Source: an optimization exercise on an open RTL-to-GDS flow (aim: small area). Production flows keep margins and buffers that such runs may drop. Where RTL was checked, it was by simulation tests only, not by an equivalence proof against the original. No driver is modelled on the clock port, so clocking that relies on it looks cheaper here than on a real chip. Power figures rest on the tool's default switching activity, not on a simulated workload.

// VendingAlle
module VendingAlle (
    input wire clk,
    input wire reset,
    input wire boton_moneda,
    input wire boton_p1,
    input wire boton_p2,
    input wire boton_p3,
    input wire boton_p4,
    output reg [6:0] seg,
    output reg [1:0] an,
    output reg [3:0] motor
);
Size: ~20 I/O pins, roughly 1800 µm² of cells after synthesis.
export LEC_CHECK = 0
export CAP_MARGIN = 20
export CORE_MARGIN = 2
export CORE_UTILIZATION = 40
export GPL_TIMING_DRIVEN = 0
export SLEW_MARGIN = 20
create_clock -name core_clock -period 10.0 [get_ports {clk}]
standard.sh (not shown) runs the stock make flow with config.mk's settings and CLKGATE_MAP_FILE= SYNTH_SCRIPT=/design/flow/synth_recipe.tcl, a recipe that flattens the netlist after the stock synthesis.
==> flow/flow/run.sh <==
#!/bin/bash
# Own layout flow: the standard flow (standard.sh) with these changes:
#  - synthesis maps the logic with an area-oriented ABC script (flow/abc_area.script)
#    instead of ORFS's speed script; registers are mapped exactly as in the standard synthesis;
#  - no adder extraction before ABC (ADDER_MAP_FILE empty), so ABC maps all logic;
#  - port buffers use the smallest buffer cell;
#  - clock tree synthesis options (CTS_ARGS below);
#  - after CTS, flow/post_cts.tcl gives each clock buffer the smallest size that
#    keeps register clock-pin slews under 100 ps and timing met (when POSTCTS=1).
# Each tool's output goes to flow.log in the work folder (ORFS's own logs stay under orfs/logs).
set -euo pipefail
W=$(pwd)
{
  echo 'proc abc {args} {'
  echo '  set i [lsearch $args -script]'
  echo "  if {\$i >= 0} { lset args [expr {\$i+1}] $W/flow/abc_area.script }"
  echo '  yosys abc {*}$args'
  echo '}'
  cat "$W/synth_recipe.tcl"
} > "$W/own_synth.tcl"
bash "$W/standard.sh" "SYNTH_SCRIPT=$W/own_synth.tcl" "ADDER_MAP_FILE=" \
  "BUFFER_PORTS_ARGS=-buffer_cell sky130_fd_sc_hd__buf_1" \
  "CTS_ARGS=-sink_clustering_enable -repair_clock_nets -dont_use_dummy_load -buf_list sky130_fd_sc_hd__clkbuf_8" "POST_CTS_TCL=$W/flow/post_cts.tcl" finish > "$W/flow.log" 2>&1
==> flow/flow/abc_area.script <==
strash
&get -n
&st
&deepsyn -T 30
&dch -x
&nf -a -p -R 1000
&put
topo
==> flow/flow/post_cts.tcl <==
proc my_clk_pin_max_slew {} {
  set mx 0
  foreach inst [get_cells *] {
    foreach p [get_pins -of_objects $inst -filter "direction==input"] {
      if {[get_property $p name] != "CLK"} continue
      set s [get_property $p slew_max]
      if {$s > $mx} { set mx $s }
    }
  }
  return $mx
}
proc my_timing_ok {} {
  return [expr {[sta::worst_slack_cmd max] > 1e-9 && [sta::worst_slack_cmd min] > 1e-10}]
}
set my_sizes {sky130_fd_sc_hd__clkbuf_1 sky130_fd_sc_hd__clkbuf_2 sky130_fd_sc_hd__clkbuf_4 sky130_fd_sc_hd__clkbuf_8 sky130_fd_sc_hd__clkbuf_16}
set my_db [ord::get_db]
estimate_parasitics -placement
puts "clock buffer sizing: before, worst clock pin slew [my_clk_pin_max_slew]"
foreach inst [[ord::get_db_block] getInsts] {
  if {![string match "clkbuf_*" [$inst getName]]} continue
  set orig [[$inst getMaster] getName]
  if {[lsearch $my_sizes $orig] < 0} continue
  foreach m $my_sizes {
    if {$m == $orig} break
    $inst swapMaster [$my_db findMaster $m]
    estimate_parasitics -placement
    if {[my_clk_pin_max_slew] < 0.100 && [my_timing_ok]} break
    $inst swapMaster [$my_db findMaster $orig]
  }
  puts "clock buffer sizing: [$inst getName] $orig -> [[$inst getMaster] getName]"
}
estimate_parasitics -placement
puts "clock buffer sizing: after, worst clock pin slew [my_clk_pin_max_slew]"
Edit:
Settings changed: GPL_TIMING_DRIVEN 0 to default.
Utilization increases by 0.31 points. Total power increases by 2.0%. Clock skew stays flat. Combinational power increases by about 4%. Setup slack gets worse by 65 ps. Hold slack stays flat.
Edit:
Settings changed: CORE_UTILIZATION 40 to 60, GPL_TIMING_DRIVEN from default to 0, PLACE_DENSITY from default to 0.8.
What happened: The new run finished clean. Power drops by about 2.3%. Via count rose by 2.3%. Critical path depth is unchanged. Die area came out lower by 32%. Wire length rises by 0.62%. Hold slack loses 7.3 ps. Count of clock-buffer cells in the layout stays the same. Synthesized area is unchanged. Synthesized cell count does not change.
Edit:
--- a/flow/flow/run.sh
+++ b/flow/flow/run.sh
@@ -5,7 +5,5 @@
 #  - no adder extraction before ABC (ADDER_MAP_FILE empty), so ABC maps all logic;
 #  - port buffers use the smallest buffer cell;
-#  - clock tree synthesis options (CTS_ARGS below);
-#  - after CTS, flow/post_cts.tcl gives each clock buffer the smallest size that
-#    keeps register clock-pin slews under 100 ps and timing met (when POSTCTS=1).
+#  - clock tree synthesis options (CTS_ARGS below).
 # Each tool's output goes to flow.log in the work folder (ORFS's own logs stay under orfs/logs).
 set -euo pipefail
@@ -21,3 +19,3 @@
 bash "$W/standard.sh" "SYNTH_SCRIPT=$W/own_synth.tcl" "ADDER_MAP_FILE=" \
   "BUFFER_PORTS_ARGS=-buffer_cell sky130_fd_sc_hd__buf_1" \
-  "CTS_ARGS=-sink_clustering_enable -repair_clock_nets -dont_use_dummy_load -buf_list sky130_fd_sc_hd__clkbuf_8" "POST_CTS_TCL=$W/flow/post_cts.tcl" finish > "$W/flow.log" 2>&1
+  "CTS_ARGS=-sink_clustering_enable -repair_clock_nets -dont_use_dummy_load -buf_list sky130_fd_sc_hd__clkbuf_8" finish > "$W/flow.log" 2>&1
==> flow/flow/abc_area.script (replaced) <==
strash
&get -n
&st
&deepsyn -T 30
&dch -f
&nf -a -R 1000
&put
topo
Settings changed: CORE_UTILIZATION 60 to 40, GPL_TIMING_DRIVEN 0 to default, PLACE_DENSITY 0.8 to default.
removed: flow/flow/post_cts.tcl
What happened: The changed run passed the timing, design-rule and antenna checks; count of clock-buffer cells in the layout stays the same; via count falls by 2.4%; power rises by 5.4%; register-to-register slack improves by 290 ps; clock power rises by 18%; cell count rises by 8.0%; critical path depth falls by 1; maximum frequency rises by 8.0%; design area rises by 3.1%; routed wire length rises by 7.0%; first-iteration DRC count rises by 11%.

The RTL this note starts from:
==> flow/design.v <==
module VendingAlle (
    input wire clk,
    input wire reset,
    input wire boton_moneda,
    input wire boton_p1,
    input wire boton_p2,
    input wire boton_p3,
    input wire boton_p4,
    output reg [6:0] seg,
    output reg [1:0] an,
    output reg [3:0] motor
);
reg [10:0] cd;
reg [5:0]  k;
reg [4:0]  credit;
reg        coin_prev, coin_pend, coin_go;
reg        prev1, prev2, prev3, prev4;
reg        sel_v;
reg [1:0]  sel;
reg [4:0]  tmr;         
reg [1:0]  midx;
reg        b16_d2;      
wire z49    = ~|cd[9:4];
wire tick   = z49 & ~cd[3] & ~cd[2] & ~cd[1] & ~cd[0];             
wire cd0    = z49 & ~cd[10] & ~cd[3] & ~cd[1] & ~cd[0];            
wire cd1    = z49 & ~cd[10] & ~cd[2] & ~cd[1] & cd[0];             
wire cd1536 = (cd == 11'b10010010001);                             
wire [6:0] kn = k + tick;
wire b16    = (k > 6'd46) | ((k == 6'd46) & (an[0] | cd1536));
wire run    = (tmr != 5'd0);
wire coin_edge = boton_moneda & ~coin_prev;
wire [3:0] btn = {boton_p4, boton_p3, boton_p2, boton_p1};
wire [3:0] prev = {prev4, prev3, prev2, prev1};
wire [3:0] chg = btn ^ prev;
wire [3:0] first = chg & ~{chg[2:0] | {chg[1:0], 1'b0} | {chg[0], 2'b0}, 1'b0};
wire [3:0] pedge = first & btn;
wire       pe_any = |pedge;
wire [1:0] pe_idx = {pedge[3] | pedge[2], pedge[3] | pedge[1]};
wire consume = tick & sel_v & ~run;
wire ge1 = |credit;
wire ge4 = credit[4] | credit[3] | credit[2];
wire ge3 = ge4 | (credit[1] & credit[0]);
wire afford = sel[1] ? (sel[0] ? ge4 : ge3) : ge1;
wire buy = consume & btn[sel] & afford;
wire bought = cd1 & (tmr == 5'd25);
wire coin_add = cd1 & coin_go & (credit != 5'd19);
wire [4:0] delta = bought ? (midx[1] ? (midx[0] ? 5'b11100 : 5'b11101) : 5'b11111)
                          : {4'b0000, coin_add};
always @(posedge clk or posedge reset) begin
    if (reset) begin
        cd <= 11'b00000000100;
        k <= 6'd14;
        credit <= 0;
        coin_prev <= 0;
        coin_pend <= 0;
        coin_go <= 0;
        prev1 <= 0;
        prev2 <= 0;
        prev3 <= 0;
        prev4 <= 0;
        sel_v <= 0;
        tmr <= 0;
        an <= 2'b00;
    end else begin
        cd <= {cd[9:0], ~(cd[10] ^ cd[8])} | {8'b0, tick, 2'b0};
        k <= kn[5:0] | {2'b0, kn[6], kn[6], kn[6], 1'b0};
        an <= b16 ? 2'b01 : 2'b10;
        coin_prev <= boton_moneda;
        if (tick) begin
            coin_pend <= coin_pend ? 1'b0 : coin_edge;
            coin_go <= coin_pend & boton_moneda;
        end else begin
            coin_pend <= coin_pend | coin_edge;
        end
        if (first[0]) prev1 <= boton_p1;
        if (first[1]) prev2 <= boton_p2;
        if (first[2]) prev3 <= boton_p3;
        if (first[3]) prev4 <= boton_p4;
        if (pe_any)
            sel_v <= ~(consume & (pe_idx == sel));
        else if (consume)
            sel_v <= 1'b0;
        if (buy)
            tmr <= 5'd26;
        else if (cd0 & run)
            tmr <= tmr - 1'b1;
        credit <= credit + delta;
    end
end
always @(posedge clk) begin
    if (pe_any) sel <= pe_idx;
    if (buy) midx <= sel;
    b16_d2 <= an[0];
end
wire       alive = an[1] | an[0];
wire       u = credit[0];
wire [3:0] t = credit[4:1];
wire sa = b16_d2 | t[3] | t[1] | ~(t[2] ^ t[0]);
wire sb = b16_d2 ? ~u : (~t[2] | ~(t[1] ^ t[0]));
wire sc = b16_d2 | t[2] | ~t[1] | t[0];
wire sd = b16_d2 | t[3] | (~t[2] & ~t[0]) | (t[1] & ~t[0]) | (~t[2] & t[1]) | (t[2] & ~t[1] & t[0]);
wire se = b16_d2 ? ~u : ((~t[2] & ~t[0]) | (t[1] & ~t[0]));
wire sf = b16_d2 | t[3] | (~t[1] & ~t[0]) | (t[2] & ~t[1]) | (t[2] & ~t[0]);
wire sg = b16_d2 ? u : (t[3] | (t[2] ^ t[1]) | (t[1] & ~t[0]));
always @(*) begin
    seg = {sg, sf, se, sd, sc, sb, sa} & {7{alive}};
    motor = run ? (4'b0001 << midx) : 4'b0000;
end
endmodule
Settings: LEC_CHECK=0, CAP_MARGIN=20, CORE_MARGIN=2, CORE_UTILIZATION=40, SLEW_MARGIN=20; clock period 10.0 ns.
==> flow/flow/run.sh <==
#!/bin/bash
# Own layout flow: the standard flow (standard.sh) with these changes:
#  - synthesis maps the logic with an area-oriented ABC script (flow/abc_area.script)
#    instead of ORFS's speed script; registers are mapped exactly as in the standard synthesis;
#  - no adder extraction before ABC (ADDER_MAP_FILE empty), so ABC maps all logic;
#  - port buffers use the smallest buffer cell;
#  - clock tree synthesis options (CTS_ARGS below).
# Each tool's output goes to flow.log in the work folder (ORFS's own logs stay under orfs/logs).
set -euo pipefail
W=$(pwd)
{
  echo 'proc abc {args} {'
  echo '  set i [lsearch $args -script]'
  echo "  if {\$i >= 0} { lset args [expr {\$i+1}] $W/flow/abc_area.script }"
  echo '  yosys abc {*}$args'
  echo '}'
  cat "$W/synth_recipe.tcl"
} > "$W/own_synth.tcl"
bash "$W/standard.sh" "SYNTH_SCRIPT=$W/own_synth.tcl" "ADDER_MAP_FILE=" \
  "BUFFER_PORTS_ARGS=-buffer_cell sky130_fd_sc_hd__buf_1" \
  "CTS_ARGS=-sink_clustering_enable -repair_clock_nets -dont_use_dummy_load -buf_list sky130_fd_sc_hd__clkbuf_8" finish > "$W/flow.log" 2>&1
==> flow/flow/abc_area.script <==
strash
&get -n
&st
&deepsyn -T 30
&dch -f
&nf -a -R 1000
&put
topo
The starting point finished clean.
==> next run, changes <==
==> flow/run.sh (new file) <==
#!/bin/bash
# synth_recipe.tcl (not shown) runs the flow's synth.tcl, then flattens the netlist and writes it again
# the make line also repeats each setting of config.mk as NAME=value (left out here)
make -C /OpenROAD-flow-scripts/flow DESIGN_CONFIG=/design/flow/config.mk WORK_HOME=/design/flow/orfs CLKGATE_MAP_FILE= SYNTH_SCRIPT=/design/flow/synth_recipe.tcl finish
removed: flow/flow/run.sh
removed: flow/flow/abc_area.script
removed: flow/standard.sh
Worst setup slack is worse by 0.23 ns.
Power rose by 24%.
Non-clock buffer count fell by 1.
Sequential share of layout area fell by 9.2 points.
Design area rose by about 22%.

Another version of the RTL of VendingAlle (not shown whole).
Size: ~42 flip-flops, ~2000 sq um of cells after synthesis.
Design VendingAlle, start of the top module:
module VendingAlle (
    input wire clk,
    input wire reset,
    input wire boton_moneda,
    input wire boton_p1,
    input wire boton_p2,
    input wire boton_p3,
    input wire boton_p4,
    output reg [6:0] seg,
    output reg [1:0] an,
    output reg [3:0] motor
);
export LEC_CHECK = 0
export CAP_MARGIN = 20
export CORE_MARGIN = 2
export CORE_UTILIZATION = 40
export SLEW_MARGIN = 20
create_clock -name core_clock -period 10.0 [get_ports {clk}]
==> flow/flow/run.sh <==
#!/bin/bash
# Own layout flow: the standard flow (standard.sh) with these changes:
#  - synthesis maps the logic with an area-oriented ABC script (flow/abc_area.script)
#    instead of ORFS's speed script; registers are mapped exactly as in the standard synthesis;
#  - port buffers use the smallest buffer cell;
#  - clock tree synthesis options (CTS_ARGS below).
# Each tool's output goes to flow.log in the work folder (ORFS's own logs stay under orfs/logs).
set -euo pipefail
W=$(pwd)
{
  echo 'proc abc {args} {'
  echo '  set i [lsearch $args -script]'
  echo "  if {\$i >= 0} { lset args [expr {\$i+1}] $W/flow/abc_area.script }"
  echo '  yosys abc {*}$args'
  echo '}'
  cat "$W/synth_recipe.tcl"
} > "$W/own_synth.tcl"
bash "$W/standard.sh" "SYNTH_SCRIPT=$W/own_synth.tcl" \
  "BUFFER_PORTS_ARGS=-buffer_cell sky130_fd_sc_hd__buf_1" \
  "CTS_ARGS=-sink_clustering_enable -repair_clock_nets -dont_use_dummy_load -buf_list sky130_fd_sc_hd__clkbuf_8 -sink_clustering_size 50 -sink_clustering_max_diameter 500" finish > "$W/flow.log" 2>&1
==> flow/flow/abc_area.script <==
strash
&get -n
&st
&dch -f
&nf -a -R 1000
&put
topo
The baseline completed without violations.
Rerun with:
--- a/flow/flow/run.sh
+++ b/flow/flow/run.sh
@@ -19,2 +19,2 @@
   "BUFFER_PORTS_ARGS=-buffer_cell sky130_fd_sc_hd__buf_1" \
-  "CTS_ARGS=-sink_clustering_enable -repair_clock_nets -dont_use_dummy_load -buf_list sky130_fd_sc_hd__clkbuf_8 -sink_clustering_size 50 -sink_clustering_max_diameter 500" finish > "$W/flow.log" 2>&1
+  "CTS_ARGS=-sink_clustering_enable -sink_clustering_levels 1 -sink_clustering_size 50 -sink_clustering_max_diameter 500 -repair_clock_nets -dont_use_dummy_load -buf_list sky130_fd_sc_hd__clkbuf_8" finish > "$W/flow.log" 2>&1
=> The changed run went through all stages and came out clean; combinational power hardly moves; global-route usage does not change; clock power is about the same; sequential share of layout area does not change; final area stays the same; wire length is unchanged; die area stays the same; first-iteration DRC count is unchanged; critical path depth is unchanged; hold slack stays the same.
Rerun with:
--- a/flow/flow/run.sh
+++ b/flow/flow/run.sh
@@ -19,2 +19,2 @@
   "BUFFER_PORTS_ARGS=-buffer_cell sky130_fd_sc_hd__buf_1" \
-  "CTS_ARGS=-sink_clustering_enable -sink_clustering_levels 1 -sink_clustering_size 50 -sink_clustering_max_diameter 500 -repair_clock_nets -dont_use_dummy_load -buf_list sky130_fd_sc_hd__clkbuf_8" finish > "$W/flow.log" 2>&1
+  "CTS_ARGS=-sink_clustering_enable -repair_clock_nets -dont_use_dummy_load -buf_list sky130_fd_sc_hd__clkbuf_4" finish > "$W/flow.log" 2>&1
Outcome:
- The new run produced a clean layout
- clock power decreases by 25%
- via count barely changes
- core utilization decreases by 0.65 points
- routed wire length decreases by 0.32%
- worst hold slack gains 0.0086 ns
- total power decreases by 7.0%
- worst setup slack loses 0.061 ns
- clock-buffer cell count stays the same
- design area decreases by 1.4%
Function was not checked in any run of this note: the RTL went through the layout flow alone.

[what the ideal ports hide]
In the flow no input, the clock included, has a driving cell. The finished layouts below were timed again as built, in two steps.
Step 1 sets driving cells, clkbuf_16 on the clock port and buf_2 on the other inputs (assumed; they add their load-dependent delay and slew).
Step 2 adds t to the input delays and takes it off the output delays; t is the mean of the earliest and latest rising clock arrival at the registers after step 1. Input paths then give back, and output paths get back, about the clock's delay inside the block.
Slacks: ideal / step 1 / step 2; pairs: ideal / step 1.
| run | t (ns) | setup WS [ns] | hold slack, ns |
|---|---|---|---|
| the first run of note 1 | 0.516 | 5.906 / 5.885 / 5.840 | 0.379 / 0.379 / 0.379 |
| the second run of note 1 | 0.548 | 5.842 / 5.817 / 5.859 | 0.377 / 0.377 / 0.377 |
| the third run of note 1 | 0.538 | 5.808 / 5.787 / 5.752 | 0.370 / 0.370 / 0.370 |
| the fourth run of note 1 | 0.308 | 6.117 / 6.091 / 5.868 | 0.378 / 0.378 / 0.378 |
| the first run of note 2 | 0.311 | 6.037 / 6.010 / 5.880 | 0.378 / 0.378 / 0.378 |
| the second run of note 2 | 0.319 | 5.809 / 5.783 / 6.101 | 0.379 / 0.379 / 0.379 |
| the first run of note 3 | 0.310 | 6.047 / 6.022 / 6.292 | 0.387 / 0.387 / 0.387 |
| the second run of note 3 | 0.310 | 6.047 / 6.022 / 6.292 | 0.387 / 0.387 / 0.387 |
| the third run of note 3 | 0.366 | 5.987 / 5.962 / 6.296 | 0.396 / 0.396 / 0.396 |
After both steps every run listed still meets setup and hold. For the fourth run of note 1, which loses most, drivers alone change the setup slack by -0.026 ns; drivers and shift together by -0.249 ns.
